This design comes from an exercise in tuning for a short achievable clock period and few clock cycles on the open sky130 flow, not from production work.
Function was checked by simulation only, so behaviour that the tests miss may differ from the original.
Power and IR drop assume default switching activity.

==> run a <==
## PCPU
module PCPU(
    input clk,
    input reset,
    input MIO_ready,
    input [31:0]inst_in,
    input [31:0]Data_in,
    input INT,
    output mem_w,
    output[31:0]PC_out,
    output[31:0]Addr_out,
    output[31:0]Data_out,
    output CPU_MIO
);
    reg  [31:0] pc;
    reg         id_v;         
    reg  [31:0] ir;
    reg  [31:0] id_pc4;
    reg  [31:0] id_ptgt;      
    reg  [31:0] id_rs_r, id_rt_r;    
    reg         bm_rs, bm_rt;        
    reg         bw_rs, bw_rt;        
    reg  [31:0] ras [0:3];
    reg  [1:0]  ras_p;        
    reg  [4:0]  ex_rd;        
    reg         ex_load, ex_store;
    reg         ex_br;        
    reg         ex_push, ex_pop;      
    reg         ex_fast;      
    reg  [2:0]  ex_brt;       
    reg  [31:0] ex_pc4;
    reg  [31:0] ex_a, ex_b, ex_sd;
    reg  [4:0]  ex_sh;
    reg         ex_shv;
    reg         ex_fa, ex_fb, ex_fsd, ex_fsdl;
    reg  [3:0]  ex_fsel;      
    reg  [3:0]  ex_asel;      
    reg         ex_sub;
    reg         op_add, op_slt, op_sltu, op_and, op_or, op_xor, op_nor,
                op_sll, op_srl, op_sra, op_b;
    reg  [4:0]  mem_rd;
    reg         mem_load, mem_store;
    reg  [31:0] mem_res, mem_sd, mem_addr;
    reg  [31:0] wb_val;
    reg  [31:0] rf [1:31];
    wire [31:0] wb_data = mem_load ? Data_in : mem_res;
    integer k;
    always @(posedge clk)
        for (k = 1; k < 32; k = k + 1)
            if (mem_rd == k) rf[k] <= wb_data;
  ...
clock: 12.0 ns
lec_check: 0
abc_clock_period_in_ps: 3000
cap_margin: 20
core_margin: 2
core_utilization: 40
place_density: 0.55
slew_margin: 20
synth_hierarchical: 1
standard.sh (not shown) runs the stock make flow with config.mk's settings and CLKGATE_MAP_FILE= SYNTH_SCRIPT=/design/flow/synth_recipe.tcl, a recipe that flattens the netlist after the stock synthesis.
==> flow/flow/run.sh <==
#!/bin/bash
set -euo pipefail
MARGIN="${MARGIN:-8.4}"
sed "s|\"\${@:-finish}\"|SETUP_SLACK_MARGIN=${MARGIN} MATCH_CELL_FOOTPRINT=0 \"\${@:-finish}\"|" standard.sh > standard_tight.sh
grep -q "SETUP_SLACK_MARGIN=${MARGIN} MATCH_CELL_FOOTPRINT=0" standard_tight.sh
bash standard_tight.sh > flow_make.log 2>&1
==> run b (differences from run a) <==
--- a/flow/design.v
+++ b/flow/design.v
@@ -17,10 +17,12 @@
     reg  [31:0] id_pc4;
     reg  [31:0] id_ptgt;      
     reg  [31:0] id_rs_r, id_rt_r;    
     reg         bm_rs, bm_rt;        
     reg         bw_rs, bw_rt;        
+    reg         pd_beq, pd_bne, pd_lez, pd_gtz, pd_rimm, pd_br, pd_jr, pd_jalr,
+                pd_usesrs, pd_usesrt;
     reg  [31:0] ras [0:3];
     reg  [1:0]  ras_p;        
     reg  [4:0]  ex_rd;        
     reg         ex_load, ex_store;
     reg         ex_br;        
@@ -72,22 +74,21 @@
     pcpu_eq32 x_rm (.x(ex_a),    .y(mem_res), .eq(xe_rm));
     pcpu_eq32 x_rr (.x(ex_a),    .y(ex_b),    .eq(xe_rr));
     wire a_zero = ex_fa ? xz_m : xz_r;
     wire a_neg  = ex_fa ? mem_res[31] : ex_a[31];
     wire ab_eq  = (ex_fa & ex_fb) | (ex_fa ? xe_mr : ex_fb ? xe_rm : xe_rr);
-    reg  ex_taken;
-    always @(*) begin
-        case (ex_brt)
-            3'd0: ex_taken = ab_eq;                
-            3'd1: ex_taken = ~ab_eq;               
-            3'd2: ex_taken = a_neg | a_zero;       
-            3'd3: ex_taken = ~a_neg & ~a_zero;     
-            3'd4: ex_taken = a_neg;                
-            default: ex_taken = ~a_neg;            
-        endcase
-    end
-    wire ex_redirect = ex_br & ~ex_taken;    
+    wire x_q = ex_br & (ex_brt == 3'd0), x_n = ex_br & (ex_brt == 3'd1);
+    wire x_lez = ex_br & (ex_brt == 3'd2), x_gtz = ex_br & (ex_brt == 3'd3);
+    wire x_ltz = ex_br & (ex_brt == 3'd4), x_gez = ex_br & (ex_brt[2:1] == 2'b11 || ex_brt == 3'd5);
+    wire fx_rr = ~ex_fa & ~ex_fb, fx_mr = ex_fa & ~ex_fb, fx_rm = ~ex_fa & ex_fb, fx_mm = ex_fa & ex_fb;
+    wire [12:0] xl  = {8'b0, xz_m, xz_r, xe_rm, xe_mr, xe_rr};
+    wire [12:0] xc1 = {8'b0, x_gtz & ex_fa, x_gtz & ~ex_fa, x_n & fx_rm, x_n & fx_mr, x_n & fx_rr};
+    wire [12:0] xc0 = {8'b0, x_lez & ~a_neg & ex_fa, x_lez & ~a_neg & ~ex_fa,
+                       x_q & fx_rm, x_q & fx_mr, x_q & fx_rr};
+    wire xe = (x_n & fx_mm) | (x_gtz & a_neg) | (x_ltz & ~a_neg) | (x_gez & a_neg);
+    wire ex_redirect;
+    pcpu_redir xredir (.e(xe), .c1(xc1), .c0(xc0), .l(xl), .r(ex_redirect));
     wire [5:0]  op = ir[31:26];
     wire [5:0]  fn = ir[5:0];
     wire [4:0]  rs = ir[25:21];
     wire [4:0]  rt = ir[20:16];
     wire [4:0]  rdf = ir[15:11];
@@ -105,12 +106,12 @@
     wire f_srl   = rtype & (fn == 6'h02);
     wire f_sra   = rtype & (fn == 6'h03);
     wire f_sllv  = rtype & (fn == 6'h04);
     wire f_srlv  = rtype & (fn == 6'h06);
     wire f_srav  = rtype & (fn == 6'h07);
-    wire f_jr    = id_v & rtype & (fn == 6'h08);
-    wire f_jalr  = id_v & rtype & (fn == 6'h09);
+    wire f_jr    = id_v & pd_jr;
+    wire f_jalr  = id_v & pd_jalr;
     wire r_alu   = f_add | f_sub | f_and | f_or | f_xor | f_nor | f_slt | f_sltu |
                    f_sll | f_srl | f_sra | f_sllv | f_srlv | f_srav;
     wire i_addi  = (op == 6'h08) | (op == 6'h09);
     wire i_slti  = (op == 6'h0a);
     wire i_sltiu = (op == 6'h0b);
@@ -121,23 +122,23 @@
     wire i_imm   = i_addi | i_slti | i_sltiu | i_andi | i_ori | i_xori | i_lui;
     wire i_ld    = (op == 6'h23) | (op == 6'h20) | (op == 6'h24) | (op == 6'h21) | (op == 6'h25);
     wire i_st    = (op == 6'h2b) | (op == 6'h28) | (op == 6'h29);
     wire i_load  = id_v & i_ld;
     wire i_store = id_v & i_st;
-    wire b_beq   = (op == 6'h04);
-    wire b_bne   = (op == 6'h05);
-    wire b_blez  = (op == 6'h06);
-    wire b_bgtz  = (op == 6'h07);
-    wire b_rimm  = (op == 6'h01);
-    wire i_br    = id_v & (b_beq | b_bne | b_blez | b_bgtz | b_rimm);
+    wire b_beq   = pd_beq;
+    wire b_bne   = pd_bne;
+    wire b_blez  = pd_lez;
+    wire b_bgtz  = pd_gtz;
+    wire b_rimm  = pd_rimm;
+    wire i_br    = id_v & pd_br;
     wire i_jal   = id_v & (op == 6'h03);
     wire i_j     = (op == 6'h02);
     wire i_jr    = f_jr | f_jalr;
     wire [2:0] brt = b_beq ? 3'd0 : b_bne ? 3'd1 : b_blez ? 3'd2 : b_bgtz ? 3'd3 :
                      rt[0] ? 3'd5 : 3'd4;
-    wire uses_rs = id_v & ~(i_j | i_jal | i_lui | f_sll | f_srl | f_sra);
-    wire uses_rt = id_v & (r_alu | b_beq | b_bne);    
+    wire uses_rs = id_v & pd_usesrs;
+    wire uses_rt = id_v & pd_usesrt;    
     wire rs_nz = (rs != 5'd0);
     wire rt_nz = (rt != 5'd0);
     wire [4:0] dest = ~id_v ? 5'd0 :
                       (r_alu | f_jalr) ? rdf :
                       (i_imm | i_ld) ? rt :
@@ -195,26 +196,30 @@
     wire go_ltz = go & (brt == 3'd4), go_gez = go & (brt == 3'd5);
     wire go_j = ~id_stall & i_jr;
     wire p_rr = s_rs_r & s_rt_r, p_rw = s_rs_r & s_rt_w, p_rm = s_rs_r & s_rt_m;
     wire p_wr = s_rs_w & s_rt_r, p_ww = s_rs_w & s_rt_w, p_wm = s_rs_w & s_rt_m;
     wire p_mr = s_rs_m & s_rt_r, p_mw = s_rs_m & s_rt_w, p_mm = s_rs_m & s_rt_m;
-    wire [11:0] late = {p_m, p_w, p_r, z_m, z_w, z_r, eq_mr, eq_wm, eq_wr, eq_rm, eq_rw, eq_rr};
-    wire [11:0] c1 = {3'b000,
+    wire p_f;
+    pcpu_eq32 c_pf (.x(fres), .y(id_ptgt), .eq(p_f));
+    wire [12:0] late = {p_f, p_m, p_w, p_r, z_m, z_w, z_r, eq_mr, eq_wm, eq_wr, eq_rm, eq_rw, eq_rr};
+    wire [12:0] c1 = {4'b0000,
                       {go_gtz & s_rs_m, go_gtz & s_rs_w, go_gtz & s_rs_r},
                       {go_n & p_mr, go_n & (p_wm | p_mw), go_n & p_wr,
                        go_n & p_rm, go_n & p_rw, go_n & p_rr}};
-    wire [11:0] c0 = {{go_j & s_rs_m, go_j & s_rs_w, go_j & s_rs_r},
+    wire go_jr = go_j & ~dep_ex_rs;      
+    wire [12:0] c0 = {go_j & dep_ex_rs,   
+                      {go_jr & s_rs_m, go_jr & s_rs_w, go_jr & s_rs_r},
                       {go_lez & ~rsn_neg & s_rs_m, go_lez & ~rsn_neg & s_rs_w,
                        go_lez & ~rsn_neg & s_rs_r},
                       {go_q & p_mr, go_q & (p_wm | p_mw), go_q & p_wr,
                        go_q & p_rm, go_q & p_rw, go_q & p_rr}};
     wire e_id = (go_n & (p_ww | p_mm)) | (go_gtz & rsn_neg) | (go_ltz & ~rsn_neg) |
-                (go_gez & rsn_neg) | (go_j & (f_jalr | dep_ex_rs));
-    wire blk;
-    pcpu_redir redir (.e(e_id | ex_redirect | id_stall), .c1(c1), .c0(c0), .l(late), .r(blk));
+                (go_gez & rsn_neg);
+    wire blk;        
+    pcpu_redir redir (.e(e_id | id_stall), .c1(c1), .c0(c0), .l(late), .r(blk));
     wire pt_ne = ~(s_rs_r ? p_r : s_rs_w ? p_w : p_m);
-    wire jr_miss     = f_jalr | dep_ex_rs | pt_ne;
+    wire jr_miss     = dep_ex_rs ? ~p_f : pt_ne;
     wire id_redirect = ~id_stall & (id_br_nt | (i_jr & jr_miss));
     wire [31:0] jr_tgt    = dep_ex_rs ? fres : rsv_n;
     wire [31:0] id_target = i_jr ? jr_tgt : id_pc4;
     wire [31:0] sext = {{16{imm[15]}}, imm};
     wire [31:0] zext = {16'b0, imm};
@@ -228,10 +233,16 @@
     wire id_add  = f_add | i_addi | i_ld | i_st | f_sub;
     wire [31:0] pc4 = pc + 32'd4;
     wire [5:0]  fop = inst_in[31:26];
     wire [4:0]  f_rs = inst_in[25:21];
     wire [4:0]  f_rt = inst_in[20:16];
+    wire [5:0]  ffn  = inst_in[5:0];
+    wire f_rtype = (fop == 6'h00);
+    wire f_ralu  = f_rtype & ((ffn[5:3] == 3'b100) | (ffn == 6'h2a) | (ffn == 6'h2b) |
+                              (ffn == 6'h00) | (ffn == 6'h02) | (ffn == 6'h03) |
+                              (ffn == 6'h04) | (ffn == 6'h06) | (ffn == 6'h07));
+    wire f_shi   = f_rtype & ((ffn == 6'h00) | (ffn == 6'h02) | (ffn == 6'h03));
     wire [32*32-1:0] rf_flat;
     assign rf_flat[31:0] = 32'b0;
     genvar gi;
     generate
         for (gi = 1; gi < 32; gi = gi + 1) begin : rff
@@ -240,15 +251,19 @@
     endgenerate
     wire [31:0] f_rsv, f_rtv;
     pcpu_rfread rd_rs (.rf(rf_flat), .ra(f_rs), .rd(f_rsv));
     pcpu_rfread rd_rt (.rf(rf_flat), .ra(f_rt), .rd(f_rtv));
     wire [31:0] ras_top = ras[ras_p];
-    wire [31:0] npc_e  = ex_redirect ? ex_pc4 :
-                         id_stall    ? pc : id_target;
+    wire [31:0] jalr_pred = (dep_ex_rs ? fres : rsv_n) | zext;
+    wire        f_isjalr  = (inst_in[31:26] == 6'h00) & (inst_in[5:0] == 6'h09);
+    wire [31:0] jr_pred   = f_isjalr ? jalr_pred : ras_top;
+    wire [31:0] npc_e  = id_stall ? pc : id_target;
     wire [31:0] npc;
-    pcpu_npc npcg (.inst(inst_in), .pc4(pc4), .ras_top(ras_top), .npc_e(npc_e),
-                   .blk(blk), .npc(npc));
+    wire [31:0] npc1;
+    pcpu_npc npcg (.inst(inst_in), .pc4(pc4), .ras_top(jr_pred), .npc_e(npc_e),
+                   .blk(blk), .npc(npc1));
+    pcpu_mux32 fin2 (.s(ex_redirect), .d1(ex_pc4), .d0(npc1), .y(npc));
     assign PC_out = pc;
     wire flush_if  = ex_redirect | id_redirect;
     wire bubble_id = ex_redirect | id_stall;
     always @(posedge clk or posedge reset) begin
         if (reset) begin
@@ -264,11 +279,22 @@
     end
     always @(posedge clk) begin
         if (!id_stall) begin
             ir      <= inst_in;
             id_pc4  <= pc4;
-            id_ptgt <= ras_top;
+            id_ptgt <= jr_pred;
+            pd_beq  <= (fop == 6'h04);
+            pd_bne  <= (fop == 6'h05);
+            pd_lez  <= (fop == 6'h06);
+            pd_gtz  <= (fop == 6'h07);
+            pd_rimm <= (fop == 6'h01);
+            pd_br   <= (fop == 6'h01) | (fop == 6'h04) | (fop == 6'h05) |
+                       (fop == 6'h06) | (fop == 6'h07);
+            pd_jr   <= f_rtype & (ffn == 6'h08);
+            pd_jalr <= f_rtype & (ffn == 6'h09);
+            pd_usesrs <= ~((fop == 6'h02) | (fop == 6'h03) | (fop == 6'h0f) | f_shi);
+            pd_usesrt <= f_ralu | (fop == 6'h04) | (fop == 6'h05);
             id_rs_r <= f_rsv;
             id_rt_r <= f_rtv;
             bm_rs   <= (f_rs != 5'd0) & (ex_rd == f_rs);
             bm_rt   <= (f_rt != 5'd0) & (ex_rd == f_rt);
             bw_rs   <= (f_rs != 5'd0) & (mem_rd == f_rs);
@@ -443,11 +469,11 @@
     endfunction
     wire [5:0] fop = inst[31:26];
     wire f_isbr = (fop == 6'h01) | (fop == 6'h04) | (fop == 6'h05) |
                   (fop == 6'h06) | (fop == 6'h07);
     wire f_isj  = (fop == 6'h02) | (fop == 6'h03);
-    wire f_isjr = (fop == 6'h00) & (inst[5:0] == 6'h08);
+    wire f_isjr = (fop == 6'h00) & ((inst[5:0] == 6'h08) | (inst[5:0] == 6'h09));
     wire [16:0] lo    = ks_add16(pc4[17:2], inst[15:0]);
     wire [13:0] hi0   = pc4[31:18];
     wire [13:0] hip1  = pc4[31:18] + 14'd1;
     wire [13:0] him1  = pc4[31:18] - 14'd1;
     wire [31:0] jtgt  = {pc4[31:28], inst[25:0], 2'b00};
@@ -458,11 +484,11 @@
     wire [13:0] npc_h1 = f_brt ? hi_c1 : npc_o[31:18];
     wire [13:0] npc_h0 = f_brt ? hi_c0 : npc_o[31:18];
     wire [31:0] npc_p  = {lo[16] ? npc_h1 : npc_h0,
                           f_brt ? lo[15:0] : npc_o[17:2],
                           f_brt ? 2'b00 : npc_o[1:0]};
-    assign npc = blk ? npc_e : npc_p;
+    pcpu_mux32 fin (.s(blk), .d1(npc_e), .d0(npc_p), .y(npc));
 endmodule
 module pcpu_rfread(
     input  [32*32-1:0] rf,
     input  [4:0]       ra,
     output [31:0]      rd
@@ -497,10 +523,17 @@
     end
     assign s = (x ^ y) ^ {g[30:0], ci};
 endmodule
 module pcpu_redir(
     input         e,
-    input  [11:0] c1, c0, l,
+    input  [12:0] c1, c0, l,
     output        r
 );
     assign r = e | (|(c1 & l)) | (|(c0 & ~l));
 endmodule
+module pcpu_mux32(
+    input         s,
+    input  [31:0] d1, d0,
+    output [31:0] y
+);
+    assign y = s ? d1 : d0;
+endmodule
==> flow/flow/run.sh (replaced) <==
#!/bin/bash
set -euo pipefail
MARGIN="${MARGIN:-8.0}"
sed "s|\"\${@:-finish}\"|SETUP_SLACK_MARGIN=${MARGIN} MATCH_CELL_FOOTPRINT=0 \"\${@:-finish}\"|" standard.sh > standard_tight.sh
grep -q "SETUP_SLACK_MARGIN=${MARGIN} MATCH_CELL_FOOTPRINT=0" standard_tight.sh
bash standard_tight.sh > flow_make.log 2>&1
==> run c (differences from run a) <==
--- a/flow/design.v
+++ b/flow/design.v
@@ -195,26 +195,30 @@
     wire go_ltz = go & (brt == 3'd4), go_gez = go & (brt == 3'd5);
     wire go_j = ~id_stall & i_jr;
     wire p_rr = s_rs_r & s_rt_r, p_rw = s_rs_r & s_rt_w, p_rm = s_rs_r & s_rt_m;
     wire p_wr = s_rs_w & s_rt_r, p_ww = s_rs_w & s_rt_w, p_wm = s_rs_w & s_rt_m;
     wire p_mr = s_rs_m & s_rt_r, p_mw = s_rs_m & s_rt_w, p_mm = s_rs_m & s_rt_m;
-    wire [11:0] late = {p_m, p_w, p_r, z_m, z_w, z_r, eq_mr, eq_wm, eq_wr, eq_rm, eq_rw, eq_rr};
-    wire [11:0] c1 = {3'b000,
+    wire p_f;
+    pcpu_eq32 c_pf (.x(fres), .y(id_ptgt), .eq(p_f));
+    wire [12:0] late = {p_f, p_m, p_w, p_r, z_m, z_w, z_r, eq_mr, eq_wm, eq_wr, eq_rm, eq_rw, eq_rr};
+    wire [12:0] c1 = {4'b0000,
                       {go_gtz & s_rs_m, go_gtz & s_rs_w, go_gtz & s_rs_r},
                       {go_n & p_mr, go_n & (p_wm | p_mw), go_n & p_wr,
                        go_n & p_rm, go_n & p_rw, go_n & p_rr}};
-    wire [11:0] c0 = {{go_j & s_rs_m, go_j & s_rs_w, go_j & s_rs_r},
+    wire go_jr = go_j & ~dep_ex_rs;      
+    wire [12:0] c0 = {go_j & dep_ex_rs,   
+                      {go_jr & s_rs_m, go_jr & s_rs_w, go_jr & s_rs_r},
                       {go_lez & ~rsn_neg & s_rs_m, go_lez & ~rsn_neg & s_rs_w,
                        go_lez & ~rsn_neg & s_rs_r},
                       {go_q & p_mr, go_q & (p_wm | p_mw), go_q & p_wr,
                        go_q & p_rm, go_q & p_rw, go_q & p_rr}};
     wire e_id = (go_n & (p_ww | p_mm)) | (go_gtz & rsn_neg) | (go_ltz & ~rsn_neg) |
-                (go_gez & rsn_neg) | (go_j & (f_jalr | dep_ex_rs));
+                (go_gez & rsn_neg);
     wire blk;
     pcpu_redir redir (.e(e_id | ex_redirect | id_stall), .c1(c1), .c0(c0), .l(late), .r(blk));
     wire pt_ne = ~(s_rs_r ? p_r : s_rs_w ? p_w : p_m);
-    wire jr_miss     = f_jalr | dep_ex_rs | pt_ne;
+    wire jr_miss     = dep_ex_rs ? ~p_f : pt_ne;
     wire id_redirect = ~id_stall & (id_br_nt | (i_jr & jr_miss));
     wire [31:0] jr_tgt    = dep_ex_rs ? fres : rsv_n;
     wire [31:0] id_target = i_jr ? jr_tgt : id_pc4;
     wire [31:0] sext = {{16{imm[15]}}, imm};
     wire [31:0] zext = {16'b0, imm};
@@ -240,14 +244,17 @@
     endgenerate
     wire [31:0] f_rsv, f_rtv;
     pcpu_rfread rd_rs (.rf(rf_flat), .ra(f_rs), .rd(f_rsv));
     pcpu_rfread rd_rt (.rf(rf_flat), .ra(f_rt), .rd(f_rtv));
     wire [31:0] ras_top = ras[ras_p];
+    wire [31:0] jalr_pred = (dep_ex_rs ? fres : rsv_n) | zext;
+    wire        f_isjalr  = (inst_in[31:26] == 6'h00) & (inst_in[5:0] == 6'h09);
+    wire [31:0] jr_pred   = f_isjalr ? jalr_pred : ras_top;
     wire [31:0] npc_e  = ex_redirect ? ex_pc4 :
                          id_stall    ? pc : id_target;
     wire [31:0] npc;
-    pcpu_npc npcg (.inst(inst_in), .pc4(pc4), .ras_top(ras_top), .npc_e(npc_e),
+    pcpu_npc npcg (.inst(inst_in), .pc4(pc4), .ras_top(jr_pred), .npc_e(npc_e),
                    .blk(blk), .npc(npc));
     assign PC_out = pc;
     wire flush_if  = ex_redirect | id_redirect;
     wire bubble_id = ex_redirect | id_stall;
     always @(posedge clk or posedge reset) begin
@@ -264,11 +271,11 @@
     end
     always @(posedge clk) begin
         if (!id_stall) begin
             ir      <= inst_in;
             id_pc4  <= pc4;
-            id_ptgt <= ras_top;
+            id_ptgt <= jr_pred;
             id_rs_r <= f_rsv;
             id_rt_r <= f_rtv;
             bm_rs   <= (f_rs != 5'd0) & (ex_rd == f_rs);
             bm_rt   <= (f_rt != 5'd0) & (ex_rd == f_rt);
             bw_rs   <= (f_rs != 5'd0) & (mem_rd == f_rs);
@@ -443,11 +450,11 @@
     endfunction
     wire [5:0] fop = inst[31:26];
     wire f_isbr = (fop == 6'h01) | (fop == 6'h04) | (fop == 6'h05) |
                   (fop == 6'h06) | (fop == 6'h07);
     wire f_isj  = (fop == 6'h02) | (fop == 6'h03);
-    wire f_isjr = (fop == 6'h00) & (inst[5:0] == 6'h08);
+    wire f_isjr = (fop == 6'h00) & ((inst[5:0] == 6'h08) | (inst[5:0] == 6'h09));
     wire [16:0] lo    = ks_add16(pc4[17:2], inst[15:0]);
     wire [13:0] hi0   = pc4[31:18];
     wire [13:0] hip1  = pc4[31:18] + 14'd1;
     wire [13:0] him1  = pc4[31:18] - 14'd1;
     wire [31:0] jtgt  = {pc4[31:28], inst[25:0], 2'b00};
@@ -497,10 +504,10 @@
     end
     assign s = (x ^ y) ^ {g[30:0], ci};
 endmodule
 module pcpu_redir(
     input         e,
-    input  [11:0] c1, c0, l,
+    input  [12:0] c1, c0, l,
     output        r
 );
     assign r = e | (|(c1 & l)) | (|(c0 & ~l));
 endmodule
==> flow/flow/run.sh (replaced) <==
#!/bin/bash
set -euo pipefail
MARGIN="${MARGIN:-8.0}"
sed "s|\"\${@:-finish}\"|SETUP_SLACK_MARGIN=${MARGIN} MATCH_CELL_FOOTPRINT=0 \"\${@:-finish}\"|" standard.sh > standard_tight.sh
grep -q "SETUP_SLACK_MARGIN=${MARGIN} MATCH_CELL_FOOTPRINT=0" standard_tight.sh
bash standard_tight.sh > flow_make.log 2>&1
--- a/flow/config.mk
+++ b/flow/config.mk
@@ -6,9 +6,9 @@
 export NUM_CORES = 4
 export LEC_CHECK = 0
 export ABC_CLOCK_PERIOD_IN_PS = 3000
 export CAP_MARGIN = 20
 export CORE_MARGIN = 2
-export CORE_UTILIZATION = 40
-export PLACE_DENSITY = 0.55
+export CORE_UTILIZATION = 50
+export PLACE_DENSITY = 0.62
 export SLEW_MARGIN = 20
 export SYNTH_HIERARCHICAL = 1
==> results.txt <==
Run c finished with capacitance limit, slew limit left. Run a completed without violations. Run b completed with no timing, DRC or antenna violations.
The highest via count belongs to run a, the lowest to run b.
Die area: run c < run a < run b.
Of run a and run b, run a has the higher sequential power (gap 10%, measured against run b).
Final cell count: run b is lower than run a (0.70%).
Flip-flop and latch count: run b is higher than run c (9).
Of run c and run b, run c has the higher sequential share of layout area (gap 0.79 points).
Between run b and run a, the lower clock skew is in run b (gap 7.8 ps).
The lowest combinational power belongs to run b, the highest to run a.
In run c the area after synthesis is larger than in run a, by 0.78%.
Testbench counts of run a, summed over its fixed seeds: cycles 95,458.
Testbench counts of run b, summed over its fixed seeds: cycles 93,850.
Testbench counts of run c, summed over its fixed seeds: cycles 93,850.

[static timing again, ports no longer ideal]
The results above use ideal ports. As a check the final layouts listed here were re-extracted and re-timed, cells and wires unchanged. Step 1 assumes that a clkbuf_16 drives the clock port and a buf_2 every other input. Step 2 adds t to the input delays and takes it off the output delays; t is the mean of the earliest and latest rising clock arrival at the registers after step 1. Input paths then give back, and output paths get back, about the clock's delay inside the block. Slacks: ideal ports / drivers / drivers and shift; pairs: ideal ports / drivers.
| run | shift t [ns] | slack for setup (ns) | latest minus earliest clock arrival (ns) | worst slew at a driven data input, ns | pins driven straight from the clock port |
|---|---|---|---|---|---|
| run a | 0.949 | 7.753 / 7.753 / 6.987 | 0.097 / 0.096 | 0.37 | 1 |
| run b | 0.941 | 7.671 / 7.706 / 6.772 | 0.088 / 0.087 | 0.35 | 1 |
| run c | 0.944 | 7.655 / 7.655 / 6.714 | 0.076 / 0.076 | 0.54 | 1 |
The setup slack of run c, which loses most, moves by 0.000 ns with the drivers and by -0.941 ns with both steps.
